From an optimization exercise on the open Yosys and OpenROAD flow, aimed at small area; shortcuts taken in it are not production practice. In this exercise RTL edits were held to simulation tests only and were not proved equivalent to the original. No activity file was given, so power comes from the tool's default toggle rates.

==> flow/design.v <==
module ALU_sync (
  input  wire        clk,
  input  wire [15:0] A, B,
  input  wire [3:0]  ALU_FUN,
  output reg  [15:0] ALU_OUT,
  output reg         Carry_flag,
  output reg         Arith_flag,
  output reg         Logic_flag,
  output reg         CMP_flag,
  output reg         Shift_flag
);
  wire op_add = (ALU_FUN == 4'b0000);
  wire op_sub = (ALU_FUN == 4'b0001);
  wire op_mul = (ALU_FUN == 4'b0010);
  wire op_div = (ALU_FUN == 4'b0011);
  wire op_eq  = (ALU_FUN == 4'b1010);
  wire op_gt  = (ALU_FUN == 4'b1011);
  wire op_lt  = (ALU_FUN == 4'b1100);
  wire op_shr = (ALU_FUN == 4'b1101);
  wire op_shl = (ALU_FUN == 4'b1110);
  wire op_cmp = op_eq | op_gt | op_lt;
  wire sub0 = op_sub | op_cmp | op_div;
  wire fresh_en = ~op_mul;
  wire [15:0] bz;
  assign bz[0] = 1'b1;
  assign bz[1] = ~|B[15:15];
  assign bz[2] = ~|B[15:14];
  assign bz[3] = ~|B[15:13];
  assign bz[4] = ~|B[15:12];
  assign bz[5] = ~|B[15:11];
  assign bz[6] = ~|B[15:10];
  assign bz[7] = ~|B[15:9];
  assign bz[8] = ~|B[15:8];
  assign bz[9] = ~|B[15:7];
  assign bz[10] = ~|B[15:6];
  assign bz[11] = ~|B[15:5];
  assign bz[12] = ~|B[15:4];
  assign bz[13] = ~|B[15:3];
  assign bz[14] = ~|B[15:2];
  assign bz[15] = ~|B[15:1];
  wire bnz = |B;
  wire [2:0] ta = A[15:13];
  wire [2:0] tb = B[2:0];
  wire tdiv = bz[13] & (tb != 3'd0);
  wire [2:0] tq = tdiv ? ta / tb : 3'd0;
  wire [2:0] tr = tdiv ? ta % tb : ta;
  wire [2:0] tm = A[2:0] * B[15:13];
  wire [2:0] o13 = op_mul ? tm : (op_div ? tr : ta);
  wire q15 = tq[2];
  wire q14 = tq[1];
  wire q13 = tq[0];
  wire [3:0] x12, y12, s12;
  wire c12, q12;
  assign x12 = {o13, A[12] & fresh_en};
  assign y12 = op_mul ? (A[3:0] & {4{B[12]}}) : ~B[3:0];
  wire [3:0] p12 = x12 ^ y12;
  wire [3:0] g12;
  assign g12[0] = (x12[0] & y12[0]) | (~op_mul & p12[0]);
  assign g12[3:1] = x12[3:1] & y12[3:1];
  wire G12_0 = g12[1] | (p12[1] & g12[0]);
  wire G12_1 = g12[3] | (p12[3] & g12[2]);
  wire P12_1 = p12[3] & p12[2];
  wire G12_2 = g12[2] | (p12[2] & G12_0);
  wire G12_3 = G12_1 | (P12_1 & G12_0);
  assign s12[0] = p12[0] ^ ~op_mul;
  assign s12[1] = p12[1] ^ g12[0];
  assign s12[2] = p12[2] ^ G12_0;
  assign s12[3] = p12[3] ^ G12_2;
  assign c12 = G12_3;
  assign q12 = c12 & bz[12];
  wire sel12 = op_mul | (op_div & q12);
  wire [3:0] o12 = sel12 ? s12 : x12;
  wire [4:0] x11, y11, s11;
  wire c11, q11;
  assign x11 = {o12, A[11] & fresh_en};
  assign y11 = op_mul ? (A[4:0] & {5{B[11]}}) : ~B[4:0];
  wire [4:0] p11 = x11 ^ y11;
  wire [4:0] g11;
  assign g11[0] = (x11[0] & y11[0]) | (~op_mul & p11[0]);
  assign g11[4:1] = x11[4:1] & y11[4:1];
  wire G11_0 = g11[1] | (p11[1] & g11[0]);
  wire G11_1 = g11[3] | (p11[3] & g11[2]);
  wire P11_1 = p11[3] & p11[2];
  wire G11_2 = g11[2] | (p11[2] & G11_0);
  wire G11_3 = G11_1 | (P11_1 & G11_0);
  wire G11_4 = g11[4] | (p11[4] & G11_3);
  assign s11[0] = p11[0] ^ ~op_mul;
  assign s11[1] = p11[1] ^ g11[0];
  assign s11[2] = p11[2] ^ G11_0;
  assign s11[3] = p11[3] ^ G11_2;
  assign s11[4] = p11[4] ^ G11_3;
  assign c11 = G11_4;
  assign q11 = c11 & bz[11];
  wire sel11 = op_mul | (op_div & q11);
  wire [4:0] o11 = sel11 ? s11 : x11;
  wire [5:0] x10, y10, s10;
  wire c10, q10;
  assign x10 = {o11, A[10] & fresh_en};
  assign y10 = op_mul ? (A[5:0] & {6{B[10]}}) : ~B[5:0];
  wire [5:0] p10 = x10 ^ y10;
  wire [5:0] g10;
  assign g10[0] = (x10[0] & y10[0]) | (~op_mul & p10[0]);
  assign g10[5:1] = x10[5:1] & y10[5:1];
  wire G10_0 = g10[1] | (p10[1] & g10[0]);
  wire G10_1 = g10[3] | (p10[3] & g10[2]);
  wire P10_1 = p10[3] & p10[2];
  wire G10_2 = g10[5] | (p10[5] & g10[4]);
  wire P10_2 = p10[5] & p10[4];
  wire G10_3 = g10[2] | (p10[2] & G10_0);
  wire G10_4 = G10_1 | (P10_1 & G10_0);
  wire G10_5 = g10[4] | (p10[4] & G10_4);
  wire G10_6 = G10_2 | (P10_2 & G10_4);
  assign s10[0] = p10[0] ^ ~op_mul;
  assign s10[1] = p10[1] ^ g10[0];
  assign s10[2] = p10[2] ^ G10_0;
  assign s10[3] = p10[3] ^ G10_3;
  assign s10[4] = p10[4] ^ G10_4;
  assign s10[5] = p10[5] ^ G10_5;
  assign c10 = G10_6;
  assign q10 = c10 & bz[10];
  wire sel10 = op_mul | (op_div & q10);
  wire [5:0] o10 = sel10 ? s10 : x10;
  wire [6:0] x9, y9, s9;
  wire c9, q9;
  assign x9 = {o10, A[9] & fresh_en};
  assign y9 = op_mul ? (A[6:0] & {7{B[9]}}) : ~B[6:0];
  wire [6:0] p9 = x9 ^ y9;
  wire [6:0] g9;
  assign g9[0] = (x9[0] & y9[0]) | (~op_mul & p9[0]);
  assign g9[6:1] = x9[6:1] & y9[6:1];
  wire G9_0 = g9[1] | (p9[1] & g9[0]);
  wire G9_1 = g9[3] | (p9[3] & g9[2]);
  wire P9_1 = p9[3] & p9[2];
  wire G9_2 = g9[5] | (p9[5] & g9[4]);
  wire P9_2 = p9[5] & p9[4];
  wire G9_3 = g9[2] | (p9[2] & G9_0);
  wire G9_4 = G9_1 | (P9_1 & G9_0);
  wire G9_5 = g9[6] | (p9[6] & G9_2);
  wire P9_5 = p9[6] & P9_2;
  wire G9_6 = g9[4] | (p9[4] & G9_4);
  wire G9_7 = G9_2 | (P9_2 & G9_4);
  wire G9_8 = G9_5 | (P9_5 & G9_4);
  assign s9[0] = p9[0] ^ ~op_mul;
  assign s9[1] = p9[1] ^ g9[0];
  assign s9[2] = p9[2] ^ G9_0;
  assign s9[3] = p9[3] ^ G9_3;
  assign s9[4] = p9[4] ^ G9_4;
  assign s9[5] = p9[5] ^ G9_6;
  assign s9[6] = p9[6] ^ G9_7;
  assign c9 = G9_8;
  assign q9 = c9 & bz[9];
  wire sel9 = op_mul | (op_div & q9);
  wire [6:0] o9 = sel9 ? s9 : x9;
  wire [7:0] x8, y8, s8;
  wire c8, q8;
  assign x8 = {o9, A[8] & fresh_en};
  assign y8 = op_mul ? (A[7:0] & {8{B[8]}}) : ~B[7:0];
  wire [7:0] p8 = x8 ^ y8;
  wire [7:0] g8;
  assign g8[0] = (x8[0] & y8[0]) | (~op_mul & p8[0]);
  assign g8[7:1] = x8[7:1] & y8[7:1];
  wire G8_0 = g8[1] | (p8[1] & g8[0]);
  wire G8_1 = g8[3] | (p8[3] & g8[2]);
  wire P8_1 = p8[3] & p8[2];
  wire G8_2 = g8[5] | (p8[5] & g8[4]);
  wire P8_2 = p8[5] & p8[4];
  wire G8_3 = g8[7] | (p8[7] & g8[6]);
  wire P8_3 = p8[7] & p8[6];
  wire G8_4 = g8[2] | (p8[2] & G8_0);
  wire G8_5 = G8_1 | (P8_1 & G8_0);
  wire G8_6 = g8[6] | (p8[6] & G8_2);
  wire P8_6 = p8[6] & P8_2;
  wire G8_7 = G8_3 | (P8_3 & G8_2);
  wire P8_7 = P8_3 & P8_2;
  wire G8_8 = g8[4] | (p8[4] & G8_5);
  wire G8_9 = G8_2 | (P8_2 & G8_5);
  wire G8_10 = G8_6 | (P8_6 & G8_5);
  wire G8_11 = G8_7 | (P8_7 & G8_5);
  assign s8[0] = p8[0] ^ ~op_mul;
  assign s8[1] = p8[1] ^ g8[0];
  assign s8[2] = p8[2] ^ G8_0;
  assign s8[3] = p8[3] ^ G8_4;
  assign s8[4] = p8[4] ^ G8_5;
  assign s8[5] = p8[5] ^ G8_8;
  assign s8[6] = p8[6] ^ G8_9;
  assign s8[7] = p8[7] ^ G8_10;
  assign c8 = G8_11;
  assign q8 = c8 & bz[8];
  wire sel8 = op_mul | (op_div & q8);
  wire [7:0] o8 = sel8 ? s8 : x8;
  wire [8:0] x7, y7, s7;
  wire c7, q7;
  assign x7 = {o8, A[7] & fresh_en};
  assign y7 = op_mul ? (A[8:0] & {9{B[7]}}) : ~B[8:0];
  wire [8:0] p7 = x7 ^ y7;
  wire [8:0] g7;
  assign g7[0] = (x7[0] & y7[0]) | (~op_mul & p7[0]);
  assign g7[8:1] = x7[8:1] & y7[8:1];
  wire G7_0 = g7[1] | (p7[1] & g7[0]);
  wire G7_1 = g7[3] | (p7[3] & g7[2]);
  wire P7_1 = p7[3] & p7[2];
  wire G7_2 = g7[5] | (p7[5] & g7[4]);
  wire P7_2 = p7[5] & p7[4];
  wire G7_3 = g7[7] | (p7[7] & g7[6]);
  wire P7_3 = p7[7] & p7[6];
  wire G7_4 = g7[2] | (p7[2] & G7_0);
  wire G7_5 = G7_1 | (P7_1 & G7_0);
  wire G7_6 = g7[6] | (p7[6] & G7_2);
  wire P7_6 = p7[6] & P7_2;
  wire G7_7 = G7_3 | (P7_3 & G7_2);
  wire P7_7 = P7_3 & P7_2;
  wire G7_8 = g7[4] | (p7[4] & G7_5);
  wire G7_9 = G7_2 | (P7_2 & G7_5);
  wire G7_10 = G7_6 | (P7_6 & G7_5);
  wire G7_11 = G7_7 | (P7_7 & G7_5);
  wire G7_12 = g7[8] | (p7[8] & G7_11);
  assign s7[0] = p7[0] ^ ~op_mul;
  assign s7[1] = p7[1] ^ g7[0];
  assign s7[2] = p7[2] ^ G7_0;
  assign s7[3] = p7[3] ^ G7_4;
  assign s7[4] = p7[4] ^ G7_5;
  assign s7[5] = p7[5] ^ G7_8;
  assign s7[6] = p7[6] ^ G7_9;
  assign s7[7] = p7[7] ^ G7_10;
  assign s7[8] = p7[8] ^ G7_11;
  assign c7 = G7_12;
  assign q7 = c7 & bz[7];
  wire sel7 = op_mul | (op_div & q7);
  wire [8:0] o7 = sel7 ? s7 : x7;
  wire [9:0] x6, y6, s6;
  wire c6, q6;
  assign x6 = {o7, A[6] & fresh_en};
  assign y6 = op_mul ? (A[9:0] & {10{B[6]}}) : ~B[9:0];
  wire [9:0] p6 = x6 ^ y6;
  wire [9:0] g6;
  assign g6[0] = (x6[0] & y6[0]) | (~op_mul & p6[0]);
  assign g6[9:1] = x6[9:1] & y6[9:1];
  wire G6_0 = g6[1] | (p6[1] & g6[0]);
  wire G6_1 = g6[3] | (p6[3] & g6[2]);
  wire P6_1 = p6[3] & p6[2];
  wire G6_2 = g6[5] | (p6[5] & g6[4]);
  wire P6_2 = p6[5] & p6[4];
  wire G6_3 = g6[7] | (p6[7] & g6[6]);
  wire P6_3 = p6[7] & p6[6];
  wire G6_4 = g6[9] | (p6[9] & g6[8]);
  wire P6_4 = p6[9] & p6[8];
  wire G6_5 = g6[2] | (p6[2] & G6_0);
  wire G6_6 = G6_1 | (P6_1 & G6_0);
  wire G6_7 = g6[6] | (p6[6] & G6_2);
  wire P6_7 = p6[6] & P6_2;
  wire G6_8 = G6_3 | (P6_3 & G6_2);
  wire P6_8 = P6_3 & P6_2;
  wire G6_9 = g6[4] | (p6[4] & G6_6);
  wire G6_10 = G6_2 | (P6_2 & G6_6);
  wire G6_11 = G6_7 | (P6_7 & G6_6);
  wire G6_12 = G6_8 | (P6_8 & G6_6);
  wire G6_13 = g6[8] | (p6[8] & G6_12);
  wire G6_14 = G6_4 | (P6_4 & G6_12);
  assign s6[0] = p6[0] ^ ~op_mul;
  assign s6[1] = p6[1] ^ g6[0];
  assign s6[2] = p6[2] ^ G6_0;
  assign s6[3] = p6[3] ^ G6_5;
  assign s6[4] = p6[4] ^ G6_6;
  assign s6[5] = p6[5] ^ G6_9;
  assign s6[6] = p6[6] ^ G6_10;
  assign s6[7] = p6[7] ^ G6_11;
  assign s6[8] = p6[8] ^ G6_12;
  assign s6[9] = p6[9] ^ G6_13;
  assign c6 = G6_14;
  assign q6 = c6 & bz[6];
  wire sel6 = op_mul | (op_div & q6);
  wire [9:0] o6 = sel6 ? s6 : x6;
  wire [10:0] x5, y5, s5;
  wire c5, q5;
  assign x5 = {o6, A[5] & fresh_en};
  assign y5 = op_mul ? (A[10:0] & {11{B[5]}}) : ~B[10:0];
  wire [10:0] p5 = x5 ^ y5;
  wire [10:0] g5;
  assign g5[0] = (x5[0] & y5[0]) | (~op_mul & p5[0]);
  assign g5[10:1] = x5[10:1] & y5[10:1];
  wire G5_0 = g5[1] | (p5[1] & g5[0]);
  wire G5_1 = g5[3] | (p5[3] & g5[2]);
  wire P5_1 = p5[3] & p5[2];
  wire G5_2 = g5[5] | (p5[5] & g5[4]);
  wire P5_2 = p5[5] & p5[4];
  wire G5_3 = g5[7] | (p5[7] & g5[6]);
  wire P5_3 = p5[7] & p5[6];
  wire G5_4 = g5[9] | (p5[9] & g5[8]);
  wire P5_4 = p5[9] & p5[8];
  wire G5_5 = g5[2] | (p5[2] & G5_0);
  wire G5_6 = G5_1 | (P5_1 & G5_0);
  wire G5_7 = g5[6] | (p5[6] & G5_2);
  wire P5_7 = p5[6] & P5_2;
  wire G5_8 = G5_3 | (P5_3 & G5_2);
  wire P5_8 = P5_3 & P5_2;
  wire G5_9 = g5[10] | (p5[10] & G5_4);
  wire P5_9 = p5[10] & P5_4;
  wire G5_10 = g5[4] | (p5[4] & G5_6);
  wire G5_11 = G5_2 | (P5_2 & G5_6);
  wire G5_12 = G5_7 | (P5_7 & G5_6);
  wire G5_13 = G5_8 | (P5_8 & G5_6);
  wire G5_14 = g5[8] | (p5[8] & G5_13);
  wire G5_15 = G5_4 | (P5_4 & G5_13);
  wire G5_16 = G5_9 | (P5_9 & G5_13);
  assign s5[0] = p5[0] ^ ~op_mul;
  assign s5[1] = p5[1] ^ g5[0];
  assign s5[2] = p5[2] ^ G5_0;
  assign s5[3] = p5[3] ^ G5_5;
  assign s5[4] = p5[4] ^ G5_6;
  assign s5[5] = p5[5] ^ G5_10;
  assign s5[6] = p5[6] ^ G5_11;
  assign s5[7] = p5[7] ^ G5_12;
  assign s5[8] = p5[8] ^ G5_13;
  assign s5[9] = p5[9] ^ G5_14;
  assign s5[10] = p5[10] ^ G5_15;
  assign c5 = G5_16;
  assign q5 = c5 & bz[5];
  wire sel5 = op_mul | (op_div & q5);
  wire [10:0] o5 = sel5 ? s5 : x5;
  wire [11:0] x4, y4, s4;
  wire c4, q4;
  assign x4 = {o5, A[4] & fresh_en};
  assign y4 = op_mul ? (A[11:0] & {12{B[4]}}) : ~B[11:0];
  wire [11:0] p4 = x4 ^ y4;
  wire [11:0] g4;
  assign g4[0] = (x4[0] & y4[0]) | (~op_mul & p4[0]);
  assign g4[11:1] = x4[11:1] & y4[11:1];
  wire G4_0 = g4[1] | (p4[1] & g4[0]);
  wire G4_1 = g4[3] | (p4[3] & g4[2]);
  wire P4_1 = p4[3] & p4[2];
  wire G4_2 = g4[5] | (p4[5] & g4[4]);
  wire P4_2 = p4[5] & p4[4];
  wire G4_3 = g4[7] | (p4[7] & g4[6]);
  wire P4_3 = p4[7] & p4[6];
  wire G4_4 = g4[9] | (p4[9] & g4[8]);
  wire P4_4 = p4[9] & p4[8];
  wire G4_5 = g4[11] | (p4[11] & g4[10]);
  wire P4_5 = p4[11] & p4[10];
  wire G4_6 = g4[2] | (p4[2] & G4_0);
  wire G4_7 = G4_1 | (P4_1 & G4_0);
  wire G4_8 = g4[6] | (p4[6] & G4_2);
  wire P4_8 = p4[6] & P4_2;
  wire G4_9 = G4_3 | (P4_3 & G4_2);
  wire P4_9 = P4_3 & P4_2;
  wire G4_10 = g4[10] | (p4[10] & G4_4);
  wire P4_10 = p4[10] & P4_4;
  wire G4_11 = G4_5 | (P4_5 & G4_4);
  wire P4_11 = P4_5 & P4_4;
  wire G4_12 = g4[4] | (p4[4] & G4_7);
  wire G4_13 = G4_2 | (P4_2 & G4_7);
  wire G4_14 = G4_8 | (P4_8 & G4_7);
  wire G4_15 = G4_9 | (P4_9 & G4_7);
  wire G4_16 = g4[8] | (p4[8] & G4_15);
  wire G4_17 = G4_4 | (P4_4 & G4_15);
  wire G4_18 = G4_10 | (P4_10 & G4_15);
  wire G4_19 = G4_11 | (P4_11 & G4_15);
  assign s4[0] = p4[0] ^ ~op_mul;
  assign s4[1] = p4[1] ^ g4[0];
  assign s4[2] = p4[2] ^ G4_0;
  assign s4[3] = p4[3] ^ G4_6;
  assign s4[4] = p4[4] ^ G4_7;
  assign s4[5] = p4[5] ^ G4_12;
  assign s4[6] = p4[6] ^ G4_13;
  assign s4[7] = p4[7] ^ G4_14;
  assign s4[8] = p4[8] ^ G4_15;
  assign s4[9] = p4[9] ^ G4_16;
  assign s4[10] = p4[10] ^ G4_17;
  assign s4[11] = p4[11] ^ G4_18;
  assign c4 = G4_19;
  assign q4 = c4 & bz[4];
  wire sel4 = op_mul | (op_div & q4);
  wire [11:0] o4 = sel4 ? s4 : x4;
  wire [12:0] x3, y3, s3;
  wire c3, q3;
  assign x3 = {o4, A[3] & fresh_en};
  assign y3 = op_mul ? (A[12:0] & {13{B[3]}}) : ~B[12:0];
  wire [12:0] p3 = x3 ^ y3;
  wire [12:0] g3;
  assign g3[0] = (x3[0] & y3[0]) | (~op_mul & p3[0]);
  assign g3[12:1] = x3[12:1] & y3[12:1];
  wire G3_0 = g3[1] | (p3[1] & g3[0]);
  wire G3_1 = g3[3] | (p3[3] & g3[2]);
  wire P3_1 = p3[3] & p3[2];
  wire G3_2 = g3[5] | (p3[5] & g3[4]);
  wire P3_2 = p3[5] & p3[4];
  wire G3_3 = g3[7] | (p3[7] & g3[6]);
  wire P3_3 = p3[7] & p3[6];
  wire G3_4 = g3[9] | (p3[9] & g3[8]);
  wire P3_4 = p3[9] & p3[8];
  wire G3_5 = g3[11] | (p3[11] & g3[10]);
  wire P3_5 = p3[11] & p3[10];
  wire G3_6 = g3[2] | (p3[2] & G3_0);
  wire G3_7 = G3_1 | (P3_1 & G3_0);
  wire G3_8 = g3[6] | (p3[6] & G3_2);
  wire P3_8 = p3[6] & P3_2;
  wire G3_9 = G3_3 | (P3_3 & G3_2);
  wire P3_9 = P3_3 & P3_2;
  wire G3_10 = g3[10] | (p3[10] & G3_4);
  wire P3_10 = p3[10] & P3_4;
  wire G3_11 = G3_5 | (P3_5 & G3_4);
  wire P3_11 = P3_5 & P3_4;
  wire G3_12 = g3[4] | (p3[4] & G3_7);
  wire G3_13 = G3_2 | (P3_2 & G3_7);
  wire G3_14 = G3_8 | (P3_8 & G3_7);
  wire G3_15 = G3_9 | (P3_9 & G3_7);
  wire G3_16 = g3[12] | (p3[12] & G3_11);
  wire P3_16 = p3[12] & P3_11;
  wire G3_17 = g3[8] | (p3[8] & G3_15);
  wire G3_18 = G3_4 | (P3_4 & G3_15);
  wire G3_19 = G3_10 | (P3_10 & G3_15);
  wire G3_20 = G3_11 | (P3_11 & G3_15);
  wire G3_21 = G3_16 | (P3_16 & G3_15);
  assign s3[0] = p3[0] ^ ~op_mul;
  assign s3[1] = p3[1] ^ g3[0];
  assign s3[2] = p3[2] ^ G3_0;
  assign s3[3] = p3[3] ^ G3_6;
  assign s3[4] = p3[4] ^ G3_7;
  assign s3[5] = p3[5] ^ G3_12;
  assign s3[6] = p3[6] ^ G3_13;
  assign s3[7] = p3[7] ^ G3_14;
  assign s3[8] = p3[8] ^ G3_15;
  assign s3[9] = p3[9] ^ G3_17;
  assign s3[10] = p3[10] ^ G3_18;
  assign s3[11] = p3[11] ^ G3_19;
  assign s3[12] = p3[12] ^ G3_20;
  assign c3 = G3_21;
  assign q3 = c3 & bz[3];
  wire sel3 = op_mul | (op_div & q3);
  wire [12:0] o3 = sel3 ? s3 : x3;
  wire [13:0] x2, y2, s2;
  wire c2, q2;
  assign x2 = {o3, A[2] & fresh_en};
  assign y2 = op_mul ? (A[13:0] & {14{B[2]}}) : ~B[13:0];
  wire [13:0] p2 = x2 ^ y2;
  wire [13:0] g2;
  assign g2[0] = (x2[0] & y2[0]) | (~op_mul & p2[0]);
  assign g2[13:1] = x2[13:1] & y2[13:1];
  wire G2_0 = g2[1] | (p2[1] & g2[0]);
  wire G2_1 = g2[3] | (p2[3] & g2[2]);
  wire P2_1 = p2[3] & p2[2];
  wire G2_2 = g2[5] | (p2[5] & g2[4]);
  wire P2_2 = p2[5] & p2[4];
  wire G2_3 = g2[7] | (p2[7] & g2[6]);
  wire P2_3 = p2[7] & p2[6];
  wire G2_4 = g2[9] | (p2[9] & g2[8]);
  wire P2_4 = p2[9] & p2[8];
  wire G2_5 = g2[11] | (p2[11] & g2[10]);
  wire P2_5 = p2[11] & p2[10];
  wire G2_6 = g2[13] | (p2[13] & g2[12]);
  wire P2_6 = p2[13] & p2[12];
  wire G2_7 = g2[2] | (p2[2] & G2_0);
  wire G2_8 = G2_1 | (P2_1 & G2_0);
  wire G2_9 = g2[6] | (p2[6] & G2_2);
  wire P2_9 = p2[6] & P2_2;
  wire G2_10 = G2_3 | (P2_3 & G2_2);
  wire P2_10 = P2_3 & P2_2;
  wire G2_11 = g2[10] | (p2[10] & G2_4);
  wire P2_11 = p2[10] & P2_4;
  wire G2_12 = G2_5 | (P2_5 & G2_4);
  wire P2_12 = P2_5 & P2_4;
  wire G2_13 = g2[4] | (p2[4] & G2_8);
  wire G2_14 = G2_2 | (P2_2 & G2_8);
  wire G2_15 = G2_9 | (P2_9 & G2_8);
  wire G2_16 = G2_10 | (P2_10 & G2_8);
  wire G2_17 = g2[12] | (p2[12] & G2_12);
  wire P2_17 = p2[12] & P2_12;
  wire G2_18 = G2_6 | (P2_6 & G2_12);
  wire P2_18 = P2_6 & P2_12;
  wire G2_19 = g2[8] | (p2[8] & G2_16);
  wire G2_20 = G2_4 | (P2_4 & G2_16);
  wire G2_21 = G2_11 | (P2_11 & G2_16);
  wire G2_22 = G2_12 | (P2_12 & G2_16);
  wire G2_23 = G2_17 | (P2_17 & G2_16);
  wire G2_24 = G2_18 | (P2_18 & G2_16);
  assign s2[0] = p2[0] ^ ~op_mul;
  assign s2[1] = p2[1] ^ g2[0];
  assign s2[2] = p2[2] ^ G2_0;
  assign s2[3] = p2[3] ^ G2_7;
  assign s2[4] = p2[4] ^ G2_8;
  assign s2[5] = p2[5] ^ G2_13;
  assign s2[6] = p2[6] ^ G2_14;
  assign s2[7] = p2[7] ^ G2_15;
  assign s2[8] = p2[8] ^ G2_16;
  assign s2[9] = p2[9] ^ G2_19;
  assign s2[10] = p2[10] ^ G2_20;
  assign s2[11] = p2[11] ^ G2_21;
  assign s2[12] = p2[12] ^ G2_22;
  assign s2[13] = p2[13] ^ G2_23;
  assign c2 = G2_24;
  assign q2 = c2 & bz[2];
  wire sel2 = op_mul | (op_div & q2);
  wire [13:0] o2 = sel2 ? s2 : x2;
  wire [14:0] x1, y1, s1;
  wire c1, q1;
  assign x1 = {o2, A[1] & fresh_en};
  assign y1 = op_mul ? (A[14:0] & {15{B[1]}}) : ~B[14:0];
  wire [14:0] p1 = x1 ^ y1;
  wire [14:0] g1;
  assign g1[0] = (x1[0] & y1[0]) | (~op_mul & p1[0]);
  assign g1[14:1] = x1[14:1] & y1[14:1];
  wire G1_0 = g1[1] | (p1[1] & g1[0]);
  wire G1_1 = g1[3] | (p1[3] & g1[2]);
  wire P1_1 = p1[3] & p1[2];
  wire G1_2 = g1[5] | (p1[5] & g1[4]);
  wire P1_2 = p1[5] & p1[4];
  wire G1_3 = g1[7] | (p1[7] & g1[6]);
  wire P1_3 = p1[7] & p1[6];
  wire G1_4 = g1[9] | (p1[9] & g1[8]);
  wire P1_4 = p1[9] & p1[8];
  wire G1_5 = g1[11] | (p1[11] & g1[10]);
  wire P1_5 = p1[11] & p1[10];
  wire G1_6 = g1[13] | (p1[13] & g1[12]);
  wire P1_6 = p1[13] & p1[12];
  wire G1_7 = g1[2] | (p1[2] & G1_0);
  wire G1_8 = G1_1 | (P1_1 & G1_0);
  wire G1_9 = g1[6] | (p1[6] & G1_2);
  wire P1_9 = p1[6] & P1_2;
  wire G1_10 = G1_3 | (P1_3 & G1_2);
  wire P1_10 = P1_3 & P1_2;
  wire G1_11 = g1[10] | (p1[10] & G1_4);
  wire P1_11 = p1[10] & P1_4;
  wire G1_12 = G1_5 | (P1_5 & G1_4);
  wire P1_12 = P1_5 & P1_4;
  wire G1_13 = g1[14] | (p1[14] & G1_6);
  wire P1_13 = p1[14] & P1_6;
  wire G1_14 = g1[4] | (p1[4] & G1_8);
  wire G1_15 = G1_2 | (P1_2 & G1_8);
  wire G1_16 = G1_9 | (P1_9 & G1_8);
  wire G1_17 = G1_10 | (P1_10 & G1_8);
  wire G1_18 = g1[12] | (p1[12] & G1_12);
  wire P1_18 = p1[12] & P1_12;
  wire G1_19 = G1_6 | (P1_6 & G1_12);
  wire P1_19 = P1_6 & P1_12;
  wire G1_20 = G1_13 | (P1_13 & G1_12);
  wire P1_20 = P1_13 & P1_12;
  wire G1_21 = g1[8] | (p1[8] & G1_17);
  wire G1_22 = G1_4 | (P1_4 & G1_17);
  wire G1_23 = G1_11 | (P1_11 & G1_17);
  wire G1_24 = G1_12 | (P1_12 & G1_17);
  wire G1_25 = G1_18 | (P1_18 & G1_17);
  wire G1_26 = G1_19 | (P1_19 & G1_17);
  wire G1_27 = G1_20 | (P1_20 & G1_17);
  assign s1[0] = p1[0] ^ ~op_mul;
  assign s1[1] = p1[1] ^ g1[0];
  assign s1[2] = p1[2] ^ G1_0;
  assign s1[3] = p1[3] ^ G1_7;
  assign s1[4] = p1[4] ^ G1_8;
  assign s1[5] = p1[5] ^ G1_14;
  assign s1[6] = p1[6] ^ G1_15;
  assign s1[7] = p1[7] ^ G1_16;
  assign s1[8] = p1[8] ^ G1_17;
  assign s1[9] = p1[9] ^ G1_21;
  assign s1[10] = p1[10] ^ G1_22;
  assign s1[11] = p1[11] ^ G1_23;
  assign s1[12] = p1[12] ^ G1_24;
  assign s1[13] = p1[13] ^ G1_25;
  assign s1[14] = p1[14] ^ G1_26;
  assign c1 = G1_27;
  assign q1 = c1 & bz[1];
  wire sel1 = op_mul | (op_div & q1);
  wire [14:0] o1 = sel1 ? s1 : x1;
  wire [15:0] x0, y0, s0;
  wire c0, q0;
  assign x0 = {o1, A[0] & fresh_en};
  assign y0 = op_mul ? (A & {16{B[0]}}) : (B ^ {16{sub0}});
  wire [15:0] p0 = x0 ^ y0;
  wire [15:0] g0;
  assign g0[0] = (x0[0] & y0[0]) | (sub0 & p0[0]);
  assign g0[15:1] = x0[15:1] & y0[15:1];
  wire G0_0 = g0[1] | (p0[1] & g0[0]);
  wire G0_1 = g0[3] | (p0[3] & g0[2]);
  wire P0_1 = p0[3] & p0[2];
  wire G0_2 = g0[5] | (p0[5] & g0[4]);
  wire P0_2 = p0[5] & p0[4];
  wire G0_3 = g0[7] | (p0[7] & g0[6]);
  wire P0_3 = p0[7] & p0[6];
  wire G0_4 = g0[9] | (p0[9] & g0[8]);
  wire P0_4 = p0[9] & p0[8];
  wire G0_5 = g0[11] | (p0[11] & g0[10]);
  wire P0_5 = p0[11] & p0[10];
  wire G0_6 = g0[13] | (p0[13] & g0[12]);
  wire P0_6 = p0[13] & p0[12];
  wire G0_7 = g0[15] | (p0[15] & g0[14]);
  wire P0_7 = p0[15] & p0[14];
  wire G0_8 = g0[2] | (p0[2] & G0_0);
  wire G0_9 = G0_1 | (P0_1 & G0_0);
  wire G0_10 = g0[6] | (p0[6] & G0_2);
  wire P0_10 = p0[6] & P0_2;
  wire G0_11 = G0_3 | (P0_3 & G0_2);
  wire P0_11 = P0_3 & P0_2;
  wire G0_12 = g0[10] | (p0[10] & G0_4);
  wire P0_12 = p0[10] & P0_4;
  wire G0_13 = G0_5 | (P0_5 & G0_4);
  wire P0_13 = P0_5 & P0_4;
  wire G0_14 = g0[14] | (p0[14] & G0_6);
  wire P0_14 = p0[14] & P0_6;
  wire G0_15 = G0_7 | (P0_7 & G0_6);
  wire P0_15 = P0_7 & P0_6;
  wire G0_16 = g0[4] | (p0[4] & G0_9);
  wire G0_17 = G0_2 | (P0_2 & G0_9);
  wire G0_18 = G0_10 | (P0_10 & G0_9);
  wire G0_19 = G0_11 | (P0_11 & G0_9);
  wire G0_20 = g0[12] | (p0[12] & G0_13);
  wire P0_20 = p0[12] & P0_13;
  wire G0_21 = G0_6 | (P0_6 & G0_13);
  wire P0_21 = P0_6 & P0_13;
  wire G0_22 = G0_14 | (P0_14 & G0_13);
  wire P0_22 = P0_14 & P0_13;
  wire G0_23 = G0_15 | (P0_15 & G0_13);
  wire P0_23 = P0_15 & P0_13;
  wire G0_24 = g0[8] | (p0[8] & G0_19);
  wire G0_25 = G0_4 | (P0_4 & G0_19);
  wire G0_26 = G0_12 | (P0_12 & G0_19);
  wire G0_27 = G0_13 | (P0_13 & G0_19);
  wire G0_28 = G0_20 | (P0_20 & G0_19);
  wire G0_29 = G0_21 | (P0_21 & G0_19);
  wire G0_30 = G0_22 | (P0_22 & G0_19);
  wire G0_31 = G0_23 | (P0_23 & G0_19);
  assign s0[0] = p0[0] ^ sub0;
  assign s0[1] = p0[1] ^ g0[0];
  assign s0[2] = p0[2] ^ G0_0;
  assign s0[3] = p0[3] ^ G0_8;
  assign s0[4] = p0[4] ^ G0_9;
  assign s0[5] = p0[5] ^ G0_16;
  assign s0[6] = p0[6] ^ G0_17;
  assign s0[7] = p0[7] ^ G0_18;
  assign s0[8] = p0[8] ^ G0_19;
  assign s0[9] = p0[9] ^ G0_24;
  assign s0[10] = p0[10] ^ G0_25;
  assign s0[11] = p0[11] ^ G0_26;
  assign s0[12] = p0[12] ^ G0_27;
  assign s0[13] = p0[13] ^ G0_28;
  assign s0[14] = p0[14] ^ G0_29;
  assign s0[15] = p0[15] ^ G0_30;
  assign c0 = G0_31;
  assign q0 = c0 & bz[0];
  wire [15:0] quo = {q15, q14, q13, q12, q11, q10, q9, q8, q7, q6, q5, q4, q3, q2, q1, q0};
  wire c0_out = c0;
  wire eq = ~|s0;
  wire lt = ~c0;
  wire gt = c0 & ~eq;
  reg [15:0] logic_out;
  always @(*) begin
    case (ALU_FUN)
      4'b0100: logic_out = A & B;
      4'b0101: logic_out = A | B;
      4'b0110: logic_out = ~(A & B);
      4'b0111: logic_out = ~(A | B);
      4'b1000: logic_out = A ^ B;
      4'b1001: logic_out = ~(A ^ B);
      default: logic_out = 16'b0;
    endcase
  end
  wire arith0 = op_add | op_sub | op_mul;
  wire [15:0] res = ({16{arith0}} & s0)
                  | ({16{op_div & bnz}} & quo)
                  | logic_out
                  | {14'b0, (op_gt & gt) | (op_lt & lt), (op_eq & eq) | (op_lt & lt)}
                  | ({16{op_shr}} & {1'b0, A[15:1]})
                  | ({16{op_shl}} & {A[14:0], 1'b0});
  always @(posedge clk) begin
    ALU_OUT    <= res;
    Carry_flag <= (op_add & c0) | (op_sub & ~c0);
    Arith_flag <= (ALU_FUN[3:2] == 2'b00);
    Logic_flag <= (ALU_FUN >= 4'b0100) & (ALU_FUN <= 4'b1001);
    CMP_flag   <= op_cmp;
    Shift_flag <= op_shr | op_shl;
  end
endmodule
==> flow/flow/run.sh <==
#!/bin/bash
# The standard layout with two changes:
# - ABC's area script maps for area only (flow/abc_area.script);
# - the port buffers are the platform's smallest plain buffer.
# ORFS reads its scripts from a copy in this folder that differs from the
# installed one only in abc_area.script.
set -euo pipefail
here=$(pwd)
rm -rf "$here/orfs_scripts"
cp -r "$FLOW_HOME/scripts" "$here/orfs_scripts"
cp "$here/flow/abc_area.script" "$here/orfs_scripts/abc_area.script"
export BUFFER_PORTS_ARGS="-buffer_cell sky130_fd_sc_hd__buf_1"
bash standard.sh "SCRIPTS_DIR=$here/orfs_scripts" \
  "BUFFER_PORTS_ARGS=-buffer_cell sky130_fd_sc_hd__buf_1" finish > standard.log 2>&1
==> flow/flow/abc_area.script <==
strash
dch
map -a
topo
stime -c
buffer -c
upsize -c
dnsize -c
==> flow/standard.sh <==
#!/bin/bash
# synth_recipe.tcl (not shown) runs the flow's synth.tcl, then flattens the netlist and writes it again
# the make line also repeats each setting of config.mk as NAME=value (left out here)
make -C /OpenROAD-flow-scripts/flow DESIGN_CONFIG=/design/flow/config.mk WORK_HOME=/design/flow/orfs CLKGATE_MAP_FILE= SYNTH_SCRIPT=/design/flow/synth_recipe.tcl "${@:-finish}"
==> flow/config.mk <==
export PLATFORM = sky130hd
export DESIGN_NAME = ALU_sync
export DESIGN_NICKNAME = ALU_sync
export VERILOG_FILES = /design/flow/design.v
export SDC_FILE = /design/flow/constraint.sdc
export NUM_CORES = 4
export LEC_CHECK = 0
export ABC_AREA = 1
export CAP_MARGIN = 20
export CORE_MARGIN = 2
export CORE_UTILIZATION = 40
export SETUP_SLACK_MARGIN = -1.1
export SLEW_MARGIN = 20
==> flow/constraint.sdc <==
create_clock -name core_clock -period 35.0 [get_ports {clk}]
set_input_delay 7.0000 -clock core_clock [delete_from_list [all_inputs] [get_ports {clk}]]
set_output_delay 7.0000 -clock core_clock [all_outputs]
set_load 0.01 [all_outputs]
==> results of run 1 <==
==> final cells by class <==
| type | count | area (sq um) |
|---|---|---|
| Fill cell | 2607 | 14200 |
| Multi-Input combinational cell | 1163 | 8640 |
| Inverter | 202 | 812 |
| Timing Repair Buffer | 85 | 438 |
| Sequential cell | 21 | 420 |
| Tap cell | 330 | 413 |
| Clock buffer | 3 | 75.1 |
| Clock inverter | 1 | 7.51 |
==> sequential cells by signal (all words and copies together), names as in the netlist <==
register and cells:
ALU_OUT 16, Shift_flag 1, Arith_flag 1, CMP_flag 1
Logic_flag 1, Carry_flag 1
==> metal layers <==
layer	share of wire	global-route usage
met5	0.00029	0
met4	0.047	0.114
met3	0.094	0.0462
met2	0.45	0.466
met1	0.41	0.374
==> report_power, final <==
part           internal, mW  switching [mW]  total (mW)  leakage [nW]
combinational         0.106           0.178       0.284          4.72
clock                0.0155          0.0108      0.0264        0.0371
sequential           0.0288         0.00145      0.0302         0.176
total                 0.150           0.191       0.341          4.93
==> final timing paths <==
path / endpoint / slack, ns / depth (start not counted)
worst max-delay path: ALU_OUT[0]$_DFF_P_ / 1.18 / 164
worst min-delay path: Logic_flag$_DFF_P_ / 7.05 / 2
==> metrics by stage <==
| step | setup TNS (ns) | cells |
|---|---|---|
| 2_1_floorplan | 0 | 1446 |
| 3_3_place_gp | 0 | 1801 |
| 3_5_place_dp | -0.862 | 1801 |
| 4_1_cts | -0.315 | 1805 |
| 5_1_grt | -6.11 | 1805 |
| 6_report | 0 | 1805 |
==> placed cells by master (no fill, tap or decap), types with 5 or more instances in the layout <==
cell type  synthesis  final
a21oi_2            4     10
fa_1              50     50
buf_1              1     56
a211oi_1          19     18
nor2_1           177    176
nor3_1            10     10
nand2_1          151    151
a221oi_1           8      8
clkinv_1           6      6
xor2_1            58     58
o221ai_1           8      8
nand2_2           36     32
ha_1             144    144
dfxtp_1           21     21
nor2_2             8      8
a22oi_1            6      6
nand2_4            6      9
a31oi_1           42     41
o2111ai_1         17     17
nand3_1           19     19
xnor2_1           19     19
o21ai_1            2     12
or2_2              6      6
a21o_1             7      7
buf_4              4     27
o21ai_2           12     12
nand4_1            7      7
o211ai_2           5      5
o21ai_0           73     63
a21oi_1          132    126
nor2_4             5      6
inv_1            168    167
nand3_2           10     10
o22ai_1            6      6
o31ai_1           69     69
inv_2             22     23
==> what timing repair did <==
item / in CTS / in global routing
endpoints found under the setup margin: 0 / 17
hold buffers: 0 / 0
hold endpoints to repair: 0 / 0
gates resized for setup: 0 / 35
==> logic make-up after synthesis <==
kind of cell | share of synthesized area
simple gates | 0.207
compound gates | 0.282
buf+inv | 0.116
fa+ha+maj | 0.276
xor+xnor | 0.0697
flops | 0.0414
mux | 0.00715
==> out/results.txt, run 1 <==
For the buffers inserted during post-CTS setup optimization, the log shows 0. The run gives 0 as the number of setup violations in the final report. After synthesis, the mean cell area works out to 7.02 sq um. For the post-synthesis sequential area ratio, the log shows 0.0414. Row generation in the floorplan step produced 58 rows. For this run, design rule violations remaining after detail routing come to 0. For the H-tree depth, the log shows 1.

Wires add up to 38.5 mm. Summing over every cut layer, the via total after detailed routing is 10700. In this run the cell area of the synthesized design comes to 10100 sq um. 58 I/O pins were placed.

The tools report the instance count of the mapped netlist as 1446. The number of slew-limit violations in the final report came out at 0. Among all flip-flop cells after synthesis, the most frequent one is dfxtp_1.

The die covers 26700 sq um. In the post-synthesis netlist, the biggest area contributors are ha_1 18%, fa_1 9.9%, nor2_1 6.5%. The overall power after layout was 0.341 mW; the weighted congestion reported at the end of routability-driven placement was 0.983. The final cell utilization of the core is 0.432. The area share of the largest cell type after synthesis was 0.178; the initial antenna violation count was 1.

In this run the power density over the cells is 31.5 nW/um^2. Most frequently used cell type in the post-synthesis netlist: nor2_1. On the final layout, the worst hold slack is 7.05 ns. In this run, synthesis inferred 0 flip-flops with an integrated enable. The width of the chip came out at 163 microns.

The endpoint type of the worst setup path was a register. The number of nets in the synthesized netlist is 1677. The share of layout cells above drive strength 1 is 0.129, and the CTS sink count is 21. The minimum clock period after layout is 33.82 ns, and the growth of design area from synthesis to finish is 6.56%. STA puts the critical path data required time at 35.13 ns.

The synthesized design spends more area on one cell type than any other, namely ha_1. The tools report the residual overflow from global routing as 0. Across the VDD grid, the largest voltage drop is 18.8 uV. Synthesized flop and latch total: 21.

The commonest cells after synthesis are 177 x nor2_1, 168 x inv_1, 151 x nand2_1. Initial core utilization: 0.405. The cell seen most often among critical-path stages is inv_1. Number of global-route vias before repair: 10200.

Cell with the largest stage delay on the worst path: fa_1. After floorplanning, the core was sized to cover 25000 sq um. Once detail routing completed, the nets flagged for antenna violations numbered 0.

The tools report the number of max-capacitance violations reported as 0. The startpoint of the most critical setup path is A[15]. Entering global routing, the biggest net connects 64 pins.

The vias per cell was 5.95. Detailed placement ended at an HPWL of 29.2 mm. The clock passes through at most 2 buffers.

The floorplan step set the die height to 163 microns. Once placement finished, the instance area stood at 10600 sq um. The final cell area excluding filler cells was 10800 sq um; the warning count from the yosys run was 1. The clock transition time at the flip-flop clock pins of the worst setup and hold paths came out at 0.07 ns. The start point of the worst hold path is ALU_FUN[1]. The hold violation count in the final report is 0. The flow ran to the end and the layout has no timing, DRC or antenna violations. Derived from the worst setup path, the maximum achievable clock frequency is 29.6 MHz.

The biggest cell delay along the critical path is 0.48 ns, and the final net count is 1707. The critical path contains buffers and inverters numbering 21 combined. The critical path startpoint category was an input port. For the final antenna diode count, the log shows 0. The global router's overall resource usage is 0.285. In this run the static leakage power is 4.93 nW. Clock tree synthesis selected as its root buffer the cell clkbuf_16. The number of buffers added on ports is 57, and the final worst slack is 1.18 ns.

After detailed routing, the average wire length per cell comes to 21.3 microns. Along the worst path, the maximum fanout reaches 25. The cell family contributing the most delay on the critical path is compound AO/OA/AOI/OAI gates. Number of different library cells in the post-synthesis netlist: 73.

The relative max-transition margin is 0.459, and the total CTS buffers is 3. By startpoint and endpoint, the worst setup path is classified as in2reg. The worst-margin pin slew came out at 0.811 ns.

The share of synthesized registers carrying an async set or reset came out at 0. Prior to clock tree synthesis, the placed netlist has a worst setup slack of -0.403 ns. The ratio of final minimum period to clock period was 0.966; the signal arrival time at the worst endpoint was 33.94 ns. The first global-routing pass estimated 58.6 mm of wire. The path class of the tightest hold or removal check is in2reg. TritonCTS built the clock tree. The logs give 985 for the number of design-rule violations left by the first detailed-router iteration and 5 for the number of iterations in the first detailed-routing pass.
==> inputs of run 2 (changes only) <==
--- a/flow/flow/run.sh
+++ b/flow/flow/run.sh
@@ -1,6 +1,6 @@
 #!/bin/bash
 # The standard layout with two changes:
-# - ABC's area script maps for area only (flow/abc_area.script);
+# - ABC's area script maps for area only, twice (flow/abc_area.script);
 # - the port buffers are the platform's smallest plain buffer.
 # ORFS reads its scripts from a copy in this folder that differs from the
 # installed one only in abc_area.script.
==> flow/flow/abc_area.script (replaced) <==
strash
dch
map -a
strash
dch
map -a
topo
stime -c
buffer -c
upsize -c
dnsize -c
--- a/flow/config.mk
+++ b/flow/config.mk
@@ -9,5 +9,5 @@
 export CAP_MARGIN = 20
 export CORE_MARGIN = 2
 export CORE_UTILIZATION = 40
-export SETUP_SLACK_MARGIN = -1.1
+export SETUP_SLACK_MARGIN = -0.8
 export SLEW_MARGIN = 20
==> run 2 against run 1 <==
Via count decreased by 2.2%. Largest power group unchanged. Critical path depth increased by 4. Maximum frequency about the same. Hold slack got worse by 0.023 ns. Synthesized cell count decreased by 2.8%. Critical path type unchanged. Largest cell class unchanged.
==> out/results.txt, run 2 <==
Number of enable-type register cells in the synthesized netlist: 0 (unchanged). The tools report the startpoint of the most critical setup path as B[0]. Total power divided by cell area: 30.9 nW/um^2 (-2.1%).

The tools report the number of max-capacitance violations reported as 0 (unchanged). The post-synthesis sequential area ratio was 0.0432 (+0.00175). The instance count of the mapped netlist was 1405 (-2.8%). The tools report the reported leakage power as 5.03 nW (+2.0%). For the routed wire length, the log shows 36.3 mm (-5.6%).

The share of synthesized registers carrying an async set or reset is 0 (unchanged), and the count of vias placed by the detailed router is 10500 (-2.2%). The slowest stage of the critical path belongs to the cell fa_1. The routed length per instance is 20.1 microns (-5.8%). The global router's overall resource usage was 0.273 (-0.0125). Final cell area excluding filler cells: 10900 sq um (+0.46%).

The library cells used most frequently in the layout, excluding fill and tap cells, are 169 x nand2_1, 156 x inv_1, 147 x nor2_1, 143 x ha_1, 142 x o21ai_0. The area share of the largest cell type after synthesis is 0.185 (+0.00749). The run gives 10400 sq um (-1.6%) as the placement-stage cell area. Post-detailed-route count of antenna-violating nets: 0 (unchanged). STA classifies the critical path startpoint as an input port. The critical path is of the in2reg type. The row count is 57 (-1.7%). The clock transition time at the flip-flop clock pins of the worst setup and hold paths is 0.08 ns (about the same).

By area the synthesized netlist is led by ha_1 19%, fa_1 10%, o21ai_0 7.9%. Register with the most flip-flops: ALU_OUT. The cell seen most often among critical-path stages is nand2_1. The die extent in y works out to 160 microns (-2.0%). For the total CTS buffers, the log shows 3 (unchanged). In this run the most critical hold path is launched from ALU_FUN[2]. The share of layout cells above drive strength 1 was 0.163 (+0.0340). Worst min-delay path class: in2reg.

The relative max-transition margin is 0.257 (-0.202). The tools report the count of hold-fix buffers inserted at cts as 0 (unchanged). The number of buffers added on ports was 57 (unchanged); the number of setup violations in the final report was 0 (unchanged). The hold violation count in the final report came out at 0 (unchanged). The run finished with no timing, DRC or antenna violations. The width of the chip was 160 microns (-2.0%).

The logs give 29.6 MHz (about the same) for the fmax and 25600 sq um (-3.9%) for the die outline area. Worst endpoint required time: 35.12 ns (about the same). By count the netlist is led by 170 x nand2_1, 158 x inv_1, 154 x o21ai_0. For the area of the mapped netlist, the log shows 9730 sq um (-4.0%). Ratio of final minimum period to clock period: 0.967 (about the same). The final net count came out at 1718 (+0.64%). The run gives 27.9 mm (-4.3%) as the placed wire-length estimate after detailed placement.

The CTS sink count came out at 21 (unchanged). The run gives 0 (unchanged) as the final antenna diode count. For the final cell utilization of the core, the log shows 0.451 (+0.0188). The signal arrival time at the worst endpoint was 33.95 ns (about the same).

The tools report the worst hold endpoint as Arith_flag$_DFF_P_. The flip-flop count of the largest register, all copies and words added is 16 (unchanged), and the worst supply voltage drop on vdd is 19.6 uV (+4.6%). ha_1 takes more of the synthesized area than any other cell. The initial antenna violation count is 0 (-1), and the number of design-rule violations left by the first detailed-router iteration is 1052 (+6.8%). The run gives 1 (unchanged) as the warning count from the yosys run.

The tools report the weighted congestion reported at the end of routability-driven placement as 0.991 (+0.80%). The global-route wire length before repair was 55.1 mm (-6.0%); the number of global-route vias before repair was 9821 (-4.1%). Final worst slack: 1.17 ns (-0.0146 ns). The worst-margin pin slew was 1.11 ns (+0.299 ns); the largest fanout of any net on the critical path was 17 (-32%).

For the number of fillers in the final layout, the log shows 2649 (+1.6%). TritonCTS built the clock tree. The vias per cell works out to 5.81 (-2.5%). Biggest cell delay along the critical path: 0.48 ns (about the same).

Initial core utilization: 0.404 (-0.00138). The core outline area was 24100 sq um (-3.7%); the number of remaining DRC errors was 0 (unchanged). The number of slew-limit violations in the final report is 0 (unchanged). The I/O pin count is 58 (unchanged), and the total nets after synthesis is 1636 (-2.4%).

The number of instances on the worst hold path is 2 (unchanged). The minimum clock period after layout came out at 33.83 ns (+0.0146 ns). The number of iterations in the first detailed-routing pass came out at 5 (unchanged).

The synthesized area per cell is 6.93 sq um (-1.2%). The number of different library cells in the post-synthesis netlist is 74 (+1.4%). Compared with the post-synthesis result, the final layout area differs by 11.6%. The tree is rooted in a clkbuf_16. The overall power after layout is 0.335 mW (-1.6%), and the number of buffers between clock root and the deepest sink is 2 (unchanged).

The run gives 0 (unchanged) as the residual overflow from global routing. The pin count of the biggest net entering global routing was 32 (-50%). The predominant post-synthesis flop cell is dfxtp_1.

The run gives 1 (unchanged) as the H-tree depth. The synthesized flop and latch total came out at 21 (unchanged). Leaving out fill and tap cells, the most frequent cell in the layout is nand2_1. The worst setup path is captured at a register. nand2_1 is the most common cell in the netlist. Worst slack after detailed placement: -0.341 ns (+0.0616 ns).
run 2: cell count changes after synthesis, moves of 12 or more:
cell      previous run  this run
clkbuf_1            42        28
o21ai_0             73       154
a31oi_1             42        13
nor2_1             177       152
o31ai_1             69         2
xor2_1              58        46
nand2_1            151       170
run 2: logic make-up after synthesis:
logic type | after synthesis | share of synthesized area
flip-flops | 21 | 0.0432
XOR/XNOR | 75 | 0.0690
multiplexers | 11 | 0.0129
buffers and inverters | 234 | 0.104
AND/OR/NAND/NOR | 423 | 0.198
adder cells (fa/ha/maj) | 194 | 0.288
AO/OA/AOI/OAI | 447 | 0.286
run 2: routing by layer:
metal  vias up  GRT usage  share of wire
met1      4996      0.381           0.43
li1       4947          -              -
met3        86     0.0387          0.090
met2       481      0.440           0.45
met4         0     0.0733          0.028
met5         -          0              0
run 2: metrics by stage:
step | hold slack [ns] | setup TNS, ns | instances
final | 7.03 | 0 | 1810
after detailed placement | 7.33 | -0.864 | 1793
after floorplan | 7.08 | 0 | 1405
after CTS | 7.04 | -0.322 | 1797
after global placement | 7.34 | 0 | 1793
after global routing | 7.04 | -3.91 | 1810
run 2: worst max-delay path, delay by kind of cell:
kind	cells	cell delay, ns
simple gates	64	7.95
buf+inv	21	1.95
mux	3	1.02
compound gates	61	9.02
fa+ha+maj	19	6.98
run 2: timing repair:
| action | 4_1_cts | 5_1_grt |
|---|---|---|
| endpoints found under the setup margin | 0 | 17 |
| resized for setup | 0 | 67 |
| setup buffers | 0 | 9 |
run 2: layout make-up:
type	count	area, sq um	area share
multi-input combinational	1154	8550	0.787
inverter	191	732	0.0674
timing repair buffer	116	672	0.0619
sequential	21	420	0.0387
tap	324	405	0.0373
clock buffer	3	75.1	0.00691
clock inverter	1	7.51	0.000691
run 2: worst max path at each step:
stage	endpoint	slack (ns)
2_1_floorplan	ALU_OUT[0]$_DFF_P_	2.56
3_3_place_gp	ALU_OUT[1]$_DFF_P_	0.02
3_5_place_dp	ALU_OUT[0]$_DFF_P_	-0.34
4_1_cts	ALU_OUT[0]$_DFF_P_	-0.16
5_1_grt	ALU_OUT[0]$_DFF_P_	-0.87
6_report	ALU_OUT[1]$_DFF_P_	1.17
run 2: report_power, final:
part,switching [mW],leakage (nW),internal [mW],total [mW]
Clock,0.0121,0.0371,0.0156,0.0277
Sequential,0.00131,0.176,0.0286,0.0299
Combinational,0.171,4.81,0.107,0.278
==> inputs of run 3 (changes only) <==
--- a/flow/flow/run.sh
+++ b/flow/flow/run.sh
@@ -1,6 +1,6 @@
 #!/bin/bash
 # The standard layout with two changes:
-# - ABC's area script maps for area only, twice (flow/abc_area.script);
+# - ABC's area script maps for area only and sizes without buffering (flow/abc_area.script);
 # - the port buffers are the platform's smallest plain buffer.
 # ORFS reads its scripts from a copy in this folder that differs from the
 # installed one only in abc_area.script.
==> flow/flow/abc_area.script (replaced) <==
strash
dch
map -a
topo
stime -c
upsize -c
dnsize -c
==> run 3 against run 2 <==
Sequential share of layout area shrank 0.085 points. Synthesized area grew 1.2%. Sequential power grew 5%. Critical path depth shrank 7. Critical endpoint is now ALU_OUT[0]$_DFF_P_. Largest cell class unchanged.
==> out/results.txt, run 3 <==
The flip-flop count of the largest register, all copies and words added is 16 (unchanged). The global router's overall resource usage is 0.276 (+0.00339). The share of synthesized registers carrying an async set or reset is 0 (unchanged). Counting flops per register, the top entry is ALU_OUT. Clock transition time at the flip-flop clock pins of the worst setup and hold paths: 0.07 ns (about the same). The total CTS buffers came out at 3 (unchanged). By startpoint and endpoint, the worst setup path is classified as in2reg.

The tools report the die outline area as 25900 sq um (+1.2%). The tree is rooted in a clkbuf_16. The run gives 9850 sq um (+1.2%) as the area of the mapped netlist. In this run the worst hold path is classified as in2reg. The logs give 0 (unchanged) for the residual overflow from global routing and 0 (unchanged) for the number of slew-limit violations in the final report.

The hold violation count in the final report is 0 (unchanged). The minimum clock period after layout was 33.68 ns (-0.147 ns). The largest fanout of any net on the critical path is 22 (+5), and the placed wire-length estimate after detailed placement is 27.0 mm (-3.2%). By count the netlist is led by 179 x nor2_1, 170 x clkinv_1, 161 x nand2_1.

The biggest cell delay along the critical path is 0.51 ns (+0.03 ns). The biggest area contributor in the post-synthesis netlist is ha_1. The logs give 71 (-4.1%) for the number of different library cells in the post-synthesis netlist and 10600 (+0.82%) for the count of vias placed by the detailed router. The worst hold margin came out at 7.05 ns (+0.0265 ns).

On the critical path, the stage with the largest delay is an instance of fa_1. The warning count from the yosys run came out at 1 (unchanged). The ratio of final minimum period to clock period came out at 0.962 (-0.00420). The number of iterations in the first detailed-routing pass came out at 5 (unchanged). Relative max-transition margin: 0.240 (-0.0172).

Total negative slack: 0 ns (unchanged). CTS sink count: 21 (unchanged). By instance count, the cell type seen most on the critical path is nor2_1. Sorting the synthesized cells by area gives the leading types as ha_1 18%, fa_1 10%, nor2_1 6.8%. The H-tree depth was 1 (unchanged). The growth of design area from synthesis to finish is 12.7%, and the number of design-rule violations left by the first detailed-router iteration is 898 (-15%).

The run gives 58 (unchanged) as the I/O pin count. Leading cell type in the layout, fill and taps excluded: nor2_1. For the global-route wire length before repair, the log shows 56.0 mm (+1.6%). The flow ran to the end and the layout has no timing, DRC or antenna violations. The run gives 24200 sq um (+0.59%) as the core outline area. For the row count, the log shows 57 (unchanged). The most common cell in the synthesized netlist is nor2_1.

The routed length per instance is 20.1 microns (+0.16%). The run gives 36.5 mm (+0.38%) as the routed wire length. The run gives 1722 (+0.23%) as the final net count. The worst endpoint required time was 35.15 ns (+0.03 ns). Number of setup violations in the final report: 0 (unchanged). Signal arrival time at the worst endpoint: 33.83 ns (-0.12 ns).

The logs give 0 (unchanged) for the number of max-capacitance violations reported and 1386 (-1.4%) for the instance count of the mapped netlist. The initial core utilization was 0.406 (+0.00258); the number of global-route vias before repair was 10100 (+2.6%). The reported leakage power was 4.53 nW (-9.9%); the die extent in y was 161 microns (+0.60%). The worst setup path is launched from an input port.

The overall power after layout is 0.345 mW (+3.0%). The synthesized flop and latch total is 21 (unchanged). Weighted congestion reported at the end of routability-driven placement: 0.907 (-8.5%). In the layout the commonest cells are 172 x nor2_1, 168 x clkinv_1, 160 x nand2_1, 144 x ha_1, 120 x a21oi_1. The share of layout cells above drive strength 1 is 0.138 (-0.0246). The number of buffers added on ports was 57 (unchanged). TritonCTS built the clock tree. The area share of the largest cell type after synthesis is 0.183 (-0.00226), and the number of buffers between clock root and the deepest sink is 2 (unchanged).

The logs give 0 (unchanged) for the initial antenna violation count and 0 (unchanged) for the final antenna diode count. STA classifies the critical path endpoint as a register. The run gives 29.7 MHz (+0.44%) as the fmax.

The count of hold-fix buffers inserted at cts was 0 (unchanged). The number of remaining DRC errors came out at 0 (unchanged). The number of enable-type register cells in the synthesized netlist was 0 (unchanged). The synthesized area per cell is 7.11 sq um (+2.6%). Among all flip-flop cells after synthesis, the most frequent one is dfxtp_1. The tools report the post-detailed-route count of antenna-violating nets as 0 (unchanged). Total power divided by cell area: 31.1 nW/um^2 (+0.76%). The worst-margin pin slew is 1.14 ns (+0.0258 ns). For the worst supply voltage drop on vdd, the log shows 15.7 uV (-20%). The pin count of the biggest net entering global routing is 78 (+140%). The total nets after synthesis is 1617 (-1.2%), and the vias per cell is 5.84 (+0.60%). The width of the chip was 161 microns (+0.60%); the post-synthesis sequential area ratio was 0.0427 (-0.000526).
[run 3: cell types whose count changed in the layout (fill, tap and decap cells not counted), moves of 25 or more]
cell,before,now
o31ai_1,2,68
inv_1,156,5
a31oi_1,10,40
nor2_1,147,172
clkinv_1,5,168
o21ai_0,142,59
[run 3: final timing paths]
kind       start            endpoint  slack [ns]  cells after the start
max         B[0]  ALU_OUT[0]$_DFF_P_        1.32                    161
min   ALU_FUN[3]  Arith_flag$_DFF_P_        7.05                      2
[run 3: stage by stage]
step	util	setup slack [ns]	instance area (sq um)	std cells
after CTS	0.445	-0.705	10800	1801
final	0.458	1.32	11100	1814
after floorplan	-	2.84	9850	1386
after global routing	0.458	-0.772	11100	1814
after global placement	0.441	-0.999	10700	1797
after detailed placement	0.441	-1.15	10700	1797
[run 3: worst max-delay path, delay by kind of cell]
kind	cells	cell delay (ns)
AOI/OAI and AO/OA	51	8.80
adders and majority gates	20	7.47
buffers and inverters	19	1.95
muxes	1	0.33
and+or+nand+nor	70	8.16
[run 3: where the power goes]
part	internal, mW	switching (mW)
sequential	0.0288	0.00246
combinational	0.109	0.176
clock	0.0155	0.0130
[run 3: layout make-up]
cell class	count	area, sq um
Sequential cell	21	420
Clock buffer	3	75.1
Inverter	202	812
Tap cell	324	405
Clock inverter	1	5.00
Multi-Input combinational cell	1165	8850
Fill cell	2520	13100
Timing Repair Buffer	98	534
[run 3: cell families (layout without fill, tap and decap cells)]
family	count (synthesis)	after routing	share of synthesized area
mux	5	5	0.00736
compound gates	435	435	0.291
buf+inv	202	304	0.0816
xor+xnor	79	79	0.0717
flops	21	21	0.0427
fa+ha+maj	194	194	0.284
simple gates	450	452	0.222
[run 3: repair_timing]
| item | CTS | global route |
|---|---|---|
| resized for setup | 3 | 61 |
| setup buffers | 0 | 11 |
| endpoints found under the hold margin | 0 | 0 |
| setup endpoints to repair | 2 | 17 |
| pin swaps | 0 | 11 |
| cloned | 0 | 2 |
[run 3: metal layers]
metal | share of wire | track usage | wire length, microns
met3 | 0.079 | 0.0393 | 2870
met5 | 0 | 0 | 0
met4 | 0.053 | 0.134 | 1920
met2 | 0.44 | 0.436 | 16000
met1 | 0.43 | 0.370 | 15700
==> inputs of run 4 (changes only) <==
--- a/flow/flow/run.sh
+++ b/flow/flow/run.sh
@@ -1,6 +1,6 @@
 #!/bin/bash
 # The standard layout with two changes:
-# - ABC's area script maps for area only and sizes without buffering (flow/abc_area.script);
+# - ABC's area script maps for area only, after a fast choice computation (flow/abc_area.script);
 # - the port buffers are the platform's smallest plain buffer.
 # ORFS reads its scripts from a copy in this folder that differs from the
 # installed one only in abc_area.script.
==> flow/flow/abc_area.script (replaced) <==
strash
dch -f
map -a
topo
stime -c
buffer -c
upsize -c
dnsize -c
==> run 4 against run 3 <==
Sequential power shrank 4%. Count of clock-buffer cells in the layout grew 1. Total power shrank 1.8%. Critical endpoint is now ALU_OUT[1]$_DFF_P_.
==> out/results.txt, run 4 <==
The initial core utilization came out at 0.407 (+0.000516). The tools report the reported leakage power as 5.22 nW (+15%). The tools report the core outline area as 24200 sq um (unchanged). Number of remaining DRC errors: 0 (unchanged). The most frequently used cell type in the post-synthesis netlist is nand2_1. The total power divided by cell area is 30.6 nW/um^2 (-1.5%), and the number of max-capacitance violations reported is 0 (unchanged).

The I/O pin count was 58 (unchanged). The final antenna diode count was 0 (unchanged); the fraction of synthesized area in multiplexers was 0.00583 (-0.00153). The count of vias placed by the detailed router came out at 11000 (+3.5%). The number of buffers between clock root and the deepest sink came out at 2 (unchanged). The CTS root buffer was clkbuf_16. The synthesized flop and latch total came out at 21 (unchanged). From synthesis to final layout, the design area changed by 12.1%. The biggest cell delay along the critical path was 0.49 ns (-0.02 ns); the number of design-rule violations left by the first detailed-router iteration was 1151 (+28%). The global router's overall resource usage is 0.286 (+0.00983). For the residual overflow from global routing, the log shows 0 (unchanged).

The logs give 0 ns (unchanged) for the total negative slack and 2593 (+2.9%) for the number of fillers in the final layout. The tools report the number of global-route vias before repair as 10300 (+2.3%). The capture point of the worst path was ALU_OUT[1]$_DFF_P_. For the post-synthesis sequential area ratio, the log shows 0.0426 (-0.0000541). Ratio of final minimum period to clock period: 0.970 (+0.00809).

The biggest area contributor in the post-synthesis netlist is ha_1. The xor/xnor share of the synthesized area works out to 0.0741 (+0.00232). The pin count of the biggest net entering global routing came out at 52 (-33%). The H-tree depth is 1 (unchanged), and the number of enable-type register cells in the synthesized netlist is 0 (unchanged). The flow ran to the end and the layout has no timing, DRC or antenna violations. Leaving out fill and tap cells, the most frequent cells in the layout are 193 x nand2_1, 192 x inv_1, 157 x nor2_1, 144 x ha_1, 82 x o21ai_0.

The die extent in y came out at 161 microns (about the same). The most critical setup path has its startpoint at B[0]. For the cell total after placement, the log shows 1839 (+2.3%). TritonCTS built the clock tree. The total nets after synthesis came out at 1697 (+4.9%).

The area share of the largest cell type after synthesis was 0.183 (-0.000232); the final net count was 1769 (+2.7%). Worst endpoint required time: 35.11 ns (-0.04 ns). The run gives 6 (+1) as the number of iterations in the first detailed-routing pass. By startpoint and endpoint, the worst setup path is classified as in2reg.

The predominant post-synthesis flop cell was dfxtp_1. The number of buffers added on ports came out at 57 (unchanged). The relative max-transition margin is 0.465 (+0.225), and the placed wire-length estimate after detailed placement is 29.2 mm (+7.9%). Vias per cell: 5.90 (+0.93%). By area the synthesized netlist is led by ha_1 18%, fa_1 10%, nand2_1 7.5%. The run gives 34.08 ns (+0.25 ns) as the signal arrival time at the worst endpoint. The total CTS buffers was 3 (unchanged). The minimum clock period after layout is 33.97 ns (+0.283 ns). The worst min-delay path class was in2reg.

The number of different library cells in the post-synthesis netlist was 64 (-9.9%). The CTS sink count is 21 (unchanged). The largest fanout of any net on the critical path is 11 (-50%), and the initial antenna violation count is 0 (unchanged). The dominant combinational cell family by area after synthesis is adder cells. For the routed wire length, the log shows 38.7 mm (+6.0%).

The tools report the die outline area as 25900 sq um (+0.12%). The logs give 0 (unchanged) for the hold violation count in the final report and 0 (unchanged) for the number of setup violations in the final report. The worst setup path is captured at a register.

The logs give 18.1 uV (+16%) for the worst supply voltage drop on vdd and 1861 (+2.6%) for the final non-filler cell total. The routed length per instance is 20.8 microns (+3.3%), and the area share of and/or/nand/nor cells after synthesis is 0.199 (-0.0231). The fraction of the mapped netlist area in adder cells is 0.284 (-0.000361), and the share of layout cells above drive strength 1 is 0.135 (-0.00293). The instance count of the mapped netlist is 1466 (+5.8%), and the overall power after layout is 0.339 mW (-1.8%). For the weighted congestion reported at the end of routability-driven placement, the log shows 0.937 (+3.3%). For this design, the slowest cell found on the critical path is fa_1. STA classifies the critical path startpoint as an input port. The logs give 1 (unchanged) for the warning count from the yosys run and 29.4 MHz (-0.83%) for the fmax.

Width of the chip: 161 microns (about the same). The number of slew-limit violations in the final report is 0 (unchanged). The library cell used most frequently in the layout, excluding fill and tap cells, is nand2_1.

The cell seen most often among critical-path stages is inv_1. The register with the most flip-flops is ALU_OUT. The post-detailed-route count of antenna-violating nets was 0 (unchanged); the area of the mapped netlist was 9870 sq um (+0.13%).

The row count is 57 (unchanged). The flip-flop count of the largest register, all copies and words added is 16 (unchanged), and the global-route wire length before repair is 58.3 mm (+4.1%). The synthesized area per cell is 6.73 sq um (-5.3%). After synthesis, the most frequently instantiated cells are 196 x nand2_1, 193 x inv_1, 160 x nor2_1.

The share of synthesized registers carrying an async set or reset was 0 (unchanged). The share of the synthesized area in compound gates (AO/OA/AOI/OAI) is 0.282 (-0.00836). The worst-margin pin slew was 0.782 ns (-0.354 ns); the clock transition time at the flip-flop clock pins of the worst setup and hold paths was 0.06 ns (about the same).
## run 4: final cells by class
class	instances	area (sq um)	area share
Timing Repair Buffer	123	707	0.0639
Inverter	223	842	0.0761
Sequential cell	21	420	0.0380
Clock buffer	4	78.8	0.00712
Tap cell	324	405	0.0366
Multi-Input combinational cell	1166	8610	0.778
## run 4: worst min-delay path by stage
| stage | start | to | slack (ns) | depth (start not counted) |
|---|---|---|---|---|
| 6_report | ALU_FUN[2] | Arith_flag$_DFF_P_ | 7.03 | 2 |
| 5_1_grt | ALU_FUN[2] | Arith_flag$_DFF_P_ | 7.06 | 2 |
| 3_3_place_gp | ALU_FUN[2] | Arith_flag$_DFF_P_ | 7.30 | 2 |
| 4_1_cts | ALU_FUN[2] | Arith_flag$_DFF_P_ | 7.03 | 2 |
| 3_5_place_dp | ALU_FUN[2] | Arith_flag$_DFF_P_ | 7.30 | 2 |
| 2_1_floorplan | ALU_FUN[2] | Arith_flag$_DFF_P_ | 7.08 | 1 |
## run 4: layer usage
layer | track usage | vias to the layer above | wire length (microns)
met5 | 0 | - | 0
li1 | - | 5188 | -
met3 | 0.0285 | 99 | 3250
met1 | 0.396 | 5123 | 16600
met4 | 0.101 | 0 | 1520
met2 | 0.463 | 562 | 17300
## run 4: what timing repair did
action / in CTS / in global routing
gates resized for setup: 0 / 70
setup buffers: 0 / 13
hold buffers: 0 / 0
endpoints found under the setup margin: 0 / 17
## run 4: power breakdown
group | switching [mW] | internal [mW] | total (mW)
sequential | 0.00137 | 0.0286 | 0.0299
combinational | 0.178 | 0.106 | 0.284
clock | 0.00947 | 0.0156 | 0.0250
total | 0.189 | 0.150 | 0.339
## run 4: cell families (layout without fill, tap and decap cells)
| logic type | after synthesis | count (layout) |
|---|---|---|
| muxes | 5 | 5 |
| buffers and inverters | 284 | 350 |
| AOI/OAI and AO/OA | 429 | 431 |
| adders and majority gates | 194 | 194 |
| xor gates and xnor gates | 80 | 80 |
| and+or+nand+nor | 453 | 456 |
| DFF | 21 | 21 |
## run 4: through the flow
step / cell area [sq um] / hold WS, ns / utilization / setup WS (ns)
floorplan: 9870 / 7.08 / - / 3.22
global placement: 10600 / 7.30 / 0.438 / 0.0526
detailed placement: 10600 / 7.30 / 0.438 / -0.616
CTS: 10700 / 7.03 / 0.441 / -0.460
global route: 11100 / 7.06 / 0.456 / -0.947
finish: 11100 / 7.03 / 0.456 / 1.03
## run 4: critical path, delay by kind of cell
family / cells / cell delay [ns]
AOI/OAI and AO/OA: 60 / 9.50
and+or+nand+nor: 61 / 7.55
adders and majority gates: 18 / 6.51
buffers and inverters: 33 / 3.28
xor gates and xnor gates: 1 / 0.16

Setup slack of run 4, layout unchanged: 1.034 ns with ideal ports, 1.042 ns with driving cells assumed (clock clkbuf_16, inputs buf_2), 0.753 ns with port delays also shifted by the 0.289 ns mid clock arrival.
